From an optimization exercise on the open Yosys and OpenROAD flow, aimed at small area, a short achievable clock period and few clock cycles per item; shortcuts taken in it are not production practice. No functional check of the RTL was part of this run. Power and IR drop assume default switching activity.

==> flow/design.v <==
module tanh (
    input  clk,          
    input  rst,          
    input  [13:0] i_x,   
    input  i_valid,      
    output o_ready,      
    output [13:0] o_fx,  
    output o_valid,      
    input  i_ready       
);
localparam signed [13:0] A0 = 14'b11101010101011;  
localparam signed [13:0] A1 = 14'b00001000100010;  
localparam signed [13:0] A2 = 14'b11111100100011;  
localparam signed [13:0] A3 = 14'b00000001011001;  
localparam signed [13:0] A4 = 14'b11111111011100;  
logic signed [13:0] x_1, x_2, x_3, x_4, x_5, x_6, x_7, x_8, x_9, x_10, 
                    x_11, x_12, x_13, x_14, x_15, x_16, x_17, x_18, x_19, x_20, x_21, x_22;                     
logic signed [13:0] x2_1, x2_2, x2_3, x2_4, x2_5, x2_6, x2_7, x2_8, 
                    x2_9, x2_10, x2_11, x2_12, x2_13, x2_14, x2_15, x2_16, x2_17, x2_18;                        
logic signed [13:0] res_1, res_2, res_3, res_4, res_5, res_6, res_7, res_8, res_9, res_10, res_11;                          
logic signed [13:0] r_o, r_x;                                                                    
logic r_valid1, r_valid2, r_valid3, r_valid4, r_valid5, r_valid6, r_valid7, r_valid8, r_valid9, r_valid10, r_valid11, 
      r_valid12, r_valid13, r_valid14, r_valid15, r_valid16, r_valid17, r_valid18, r_valid19, r_valid20, r_valid21, r_valid22;                              
logic r_o_valid, r_i_valid;                                                                      
logic signed [27:0] temp1, temp2, temp3, temp4, temp5, temp6, temp7, temp8, temp9, temp10, temp11;                                                                        
always_ff @(posedge clk) begin                                                                   
    if (rst) begin                                                                               
        x_1 <= 0; x_2 <= 0; x_3 <= 0; x_4 <= 0; x_5 <= 0;                                        
        x_6 <= 0; x_7 <= 0; x_8 <= 0; x_9 <= 0; x_10 <= 0; x_11 <= 0;                            
        x2_1 <= 0; x2_2 <= 0; x2_3 <= 0; x2_4 <= 0; x2_5 <= 0;                                   
        x2_6 <= 0; x2_7 <= 0; x2_8 <= 0; x2_9 <= 0;                                              
        res_1 <= 0; res_2 <= 0; res_3 <= 0; res_4 <= 0; res_5 <= 0;                              
        res_6 <= 0; res_7 <= 0; res_8 <= 0; res_9 <= 0; res_10 <= 0; res_11 <= 0;                
        r_valid1 <= 0; r_valid2 <= 0; r_valid3 <= 0; r_valid4 <= 0; r_valid5 <= 0;               
        r_valid6 <= 0; r_valid7 <= 0; r_valid8 <= 0; r_valid9 <= 0; r_valid10 <= 0; r_valid11 <= 0;
        r_valid12 <= 0; r_valid13 <= 0; r_valid14 <= 0; r_valid15 <= 0; r_valid16 <= 0;
        r_valid17 <= 0; r_valid18 <= 0; r_valid19 <= 0; r_valid20 <= 0; r_valid21 <= 0;
        r_valid22 <= 0; r_i_valid <= 0;
        r_o <= 0;                                                                                
        r_o_valid <= 0;                                                                          
    end else if (i_ready) begin                                                                  
        r_i_valid <= i_valid;
        r_x <= i_x;
        r_valid1 <= r_i_valid;
        x_1 <= r_x;
        temp1 <= r_x * r_x;
        r_valid2 <= r_valid1;
        x_2 <= x_1;
        x2_2 <= temp1[25:12];
        res_1 <= temp1[25:12];
        r_valid3 <= r_valid2;
        x_3 <= x_2;
        temp2 <= A4 * res_1;
        x2_3 <= x2_2;
        r_valid4 <= r_valid3;
        x_4 <= x_3;
        res_2 <= temp2[25:12];
        x2_4 <= x2_3;
        r_valid5 <= r_valid4;
        x_5 <= x_4;
        temp3 <= res_2 + A3;
        x2_5 <= x2_4;
        r_valid6 <= r_valid5;
        x_6 <= x_5;
        res_3 <= temp3;
        x2_6 <= x2_5;
        r_valid7 <= r_valid6;
        x_7 <= x_6;
        temp4 <= res_3 * x2_6;
        x2_7 <= x2_6;
        r_valid8 <= r_valid7;
        x_8 <= x_7;
        res_4 <= temp4[25:12];
        x2_8 <= x2_7;
        r_valid9 <= r_valid8;
        x_9 <= x_8;
        temp5 <= A2 + res_4;
        x2_9 <= x2_8;
        r_valid10 <= r_valid9;
        x_10 <= x_9;
        res_5 <= temp5;
        x2_10 <= x2_9;
        r_valid11 <= r_valid10;
        x_11 <= x_10;
        temp6 <= res_5 * x2_10;
        x2_11 <= x2_10;
        r_valid12 <= r_valid11;
        x_12 <= x_11;
        res_6 <= temp6[25:12];
        x2_12 <= x2_11;
        r_valid13 <= r_valid12;
        x_13 <= x_12;
        temp7 <= A1 + res_6;
        x2_13 <= x2_12;
        r_valid14 <= r_valid13;
        x_14 <= x_13;
        res_7 <= temp7;
        x2_14 <= x2_13;
        r_valid15 <= r_valid14;
        x_15 <= x_14;
        temp8 <= res_7 * x2_14;
        x2_15 <= x2_14;
        r_valid16 <= r_valid15;
        x_16 <= x_15;
        res_8 <= temp8[25:12];
        x2_16 <= x2_15;
        r_valid17 <= r_valid16;
        x_17 <= x_16;
        temp9 <= A0 + res_8;
        x2_17 <= x2_16;
        r_valid18 <= r_valid17;
        x_18 <= x_17;
        res_9 <= temp9;
        x2_18 <= x2_17;
        r_valid19 <= r_valid18;
        x_19 <= x_18;
        temp10 <= res_9 * x2_18;
        r_valid20 <= r_valid19;
        x_20 <= x_19;
        res_10 <= temp10[25:12];
        r_valid21 <= r_valid20;
        x_21 <= x_20;
        temp11 <= res_10 * x_20;
        r_valid22 <= r_valid21;
        x_22 <= x_21;
        res_11 <= temp11[25:12];
        r_o_valid <= r_valid22;
        r_o <= res_11 + x_22;                                                         
    end                                                                                          
end                                                                                              
assign o_ready = i_ready;
assign o_valid = r_o_valid;
assign o_fx = r_o;
endmodule
==> flow/run.sh <==
#!/bin/bash
# synth_recipe.tcl (not shown) runs the flow's synth.tcl, then flattens the netlist and writes it again
# the make line also repeats each setting of config.mk as NAME=value (left out here)
make -C /OpenROAD-flow-scripts/flow DESIGN_CONFIG=/design/flow/config.mk WORK_HOME=/design/flow/orfs CLKGATE_MAP_FILE= SYNTH_SCRIPT=/design/flow/synth_recipe.tcl finish
==> flow/config.mk <==
export PLATFORM = sky130hd
export DESIGN_NAME = tanh
export DESIGN_NICKNAME = tanh
export VERILOG_FILES = /design/flow/design.v
export SDC_FILE = /design/flow/constraint.sdc
export NUM_CORES = 4
export LEC_CHECK = 0
export CAP_MARGIN = 20
export CORE_MARGIN = 2
export CORE_UTILIZATION = 40
export SLEW_MARGIN = 20
==> flow/constraint.sdc <==
create_clock -name core_clock -period 8.0 [get_ports {clk}]
set_input_delay 1.6000 -clock core_clock [delete_from_list [all_inputs] [get_ports {clk}]]
set_output_delay 1.6000 -clock core_clock [all_outputs]
set_load 0.01 [all_outputs]
==> notes.md <==
final worst slack 1.32 ns; initial antenna violation count 2; vias in the first global route 44900; post-synthesis average cell area 10.9 µm²; PD cells about 320 nW/µm²; DRT iter0 DRCs between 1500 and 2000; Hold/Removal Path Class reg2reg; Worst Skew ~0.034 ns; Max FO, Critical Path 19; synth warn 1; TritonCTS clock tree yes; Clk Latency, worst-skew pair around 0.73 ns; Max clock buf depth 3; DR vias approximately 42000; Syn Inst Count 6448; first-pass GRT wire length between 200000 and 250000 µm; drt pass-1 iters 6; drt total wl 142000 µm; Routability Congestion between 0.8 and 0.9; most common cell after layout, fill and taps aside inv_1; Syn-to-layout area delta 8.42%; number of flops mapped to enable cells by yosys approximately 440; measured slew at the worst slew-check pin 1.13 ns; most frequent cells in the layout 1253 x inv_1, 1069 x fa_1, 536 x nor2_1; H-tree depth 3; unrepaired setup endpoints after global routing no; Post-synth ARST share 0%; fin crit period approximately 6.7 ns; # setup viols final 0; Clock Sinks between 800 and 900; Reg area between 20000 and 25000 µm²; status no timing/DRC/antenna violations; Die Span Y 423 µm; postcts setup bufs 0; Worst Path Arrival approximately 7.2 ns; Core Region around 170000 µm²; final hold vios 0; vias per cell about 4.7; max-cap viol count 0; number of port buffers 33; Tot GR Track Use between 10% and 20%; largest net degree at the start of global routing between 200 and 250; post-CTS sizing 0; final non-filler cell area about 76000 µm²; Antenna Nets Post-Route 0; FF+latch count, synth 874; Cell Area, Synth between 70000 and 80000 µm²; Initial Utilization 40.3%; register area share after synthesis between 30% and 40%; area of the multi-input gates ~43000 µm²; Slew Viols, Final 0; LEAKAGE around 36 nW; hold buffer count at CTS 0; FP Rows between 150 and 200; post-DP HPWL roughly 110000 µm; Num CTS Buffers 93; CP Data Required Time 8.47 ns; die area about 180000 µm²; nets about 7900; crit path launch type flip-flop; placed inst area approximately 73000 µm²; WL/cell around 16 µm; max frequency 150 MHz; # IOs 34; Syn Nets a little under 8000; Layout fillers 16300; CP Class reg2reg; die width roughly 420 µm; crit end category flip-flop; slew margin rel. 24.5%; Final Power between 20 and 25 mW; CTS Root Cell clkbuf_16; Residual DRC 0; worst vdd ir slightly below 0.6 mV; Min Hold Slack just over 0.4 ns; Worst-path clk slew 0.07 ns; synth unique cells 69; share of post-route cells with drive strength above 1 3.33%; Overflow after GRT 0; Tcrit/Tclk final about 84%; pre-CTS WS about 1.3 ns; Most used DFF post-synth edfxtp_1
## where the power goes
group	total, mW	internal, mW	switching, mW
registers	6.29	5.84	0.456
logic	13.5	6.11	7.41
clock network	4.60	2.69	1.91
total	24.4	14.6	9.77
## worst max-delay path: stages, from the launching register on
cell and delay [ns]:
edfxtp_1 0.83, nand2_1 0.17, fa_1 0.57, inv_1 0.07
fa_1 0.49, fa_1 0.53, inv_1 0.06, fa_1 0.54
inv_1 0.05, fa_1 0.47, inv_1 0.05, fa_1 0.47
inv_1 0.04, ha_1 0.28, a21o_1 0.18, a21o_1 0.17
a211oi_1 0.36, a21o_1 0.24, a21oi_1 0.12, o2111ai_1 0.31
nand3b_1 0.17, a21oi_1 0.20, xnor2_1 0.07
## kinds of logic after synthesis
family | synth area share [%]
buffers and inverters | 8.08
DFF | 31.2
xor gates and xnor gates | 2.55
and+or+nand+nor | 11.6
AOI/OAI and AO/OA | 2.20
muxes | 6.20
adders and majority gates | 38.1
## Yosys cell counts, drive strengths merged (38+ instances only)
cell | instances | area (µm²)
inv | 1254 | 4710
fa | 1069 | 21400
buf | 38 | 148
clkbuf | 215 | 807
nor2 | 537 | 2020
edfxtp | 439 | 13200
xor2 | 52 | 455
mux2i | 433 | 4330
and2 | 511 | 3200
nand2 | 466 | 1750
nor2b | 64 | 400
a21oi | 64 | 343
dfxtp | 435 | 8710
o21ai | 39 | 195
xnor2 | 152 | 1330
ha | 424 | 5310
## worst paths after layout
check             startpoint        end  slack (ns)  depth (start not counted)
setup / recovery      r_x[4]  temp1[24]        1.32                         22
hold / removal     x2_11[10]  x2_12[10]        0.41                          0
setup reg to reg      r_x[4]  temp1[24]        1.32                         22
hold reg to reg    x2_11[10]  x2_12[10]        0.41                          0
## stage by stage
stage | setup TNS, ns | utilization [%] | cells
after CTS | 0 | 43.7 | 8759
after floorplan | -375.90 | - | 6448
after global placement | 0 | 41.8 | 8583
final | 0 | 43.7 | 8760
after detailed placement | 0 | 41.8 | 8583
after global routing | 0 | 43.7 | 8760
## layer usage
metal / global-route usage [%] / wire length, µm
met2: 29.0 / 72000
met4: 5.22 / 4240
met5: 0 / 0
met1: 21.1 / 61200
met3: 2.13 / 5050
## cell type report
class / instances / area share, %
Antenna cell: 1 / 0.00329
Clock buffer: 134 / 3.57
Clock inverter: 42 / 0.767
Inverter: 1254 / 6.19
Multi-Input combinational cell: 4067 / 56.0
Sequential cell: 874 / 28.8
Tap cell: 2325 / 3.83
Timing Repair Buffer: 63 / 0.843

separate check: timing with driven ports:
In the flow no input, the clock included, has a driving cell. The finished layout below was timed again as built, in two steps.
Step 1 sets driving cells, clkbuf_16 on the clock port and buf_2 on the other inputs (assumed; they add their load-dependent delay and slew).
Step 2, shift: input delay + t, output delay - t, t = (earliest + latest rising clock arrival at the registers) / 2. This alone moves slack from input paths to output paths.
a / b / c = ideal / step 1 / step 2; a / b = the first two.
t, ns: 0.799
setup WS [ns]: 1.319 / 1.319 / 1.319
hold WS [ns]: 0.410 / 0.410 / 0.410
worst setup path after step 2: register to register
worst data-port slew with drivers (ns): 0.05
After both steps setup and hold are still met in this run. The setup slack of this run moves by 0.000 ns with the drivers and by 0.000 ns with both steps.
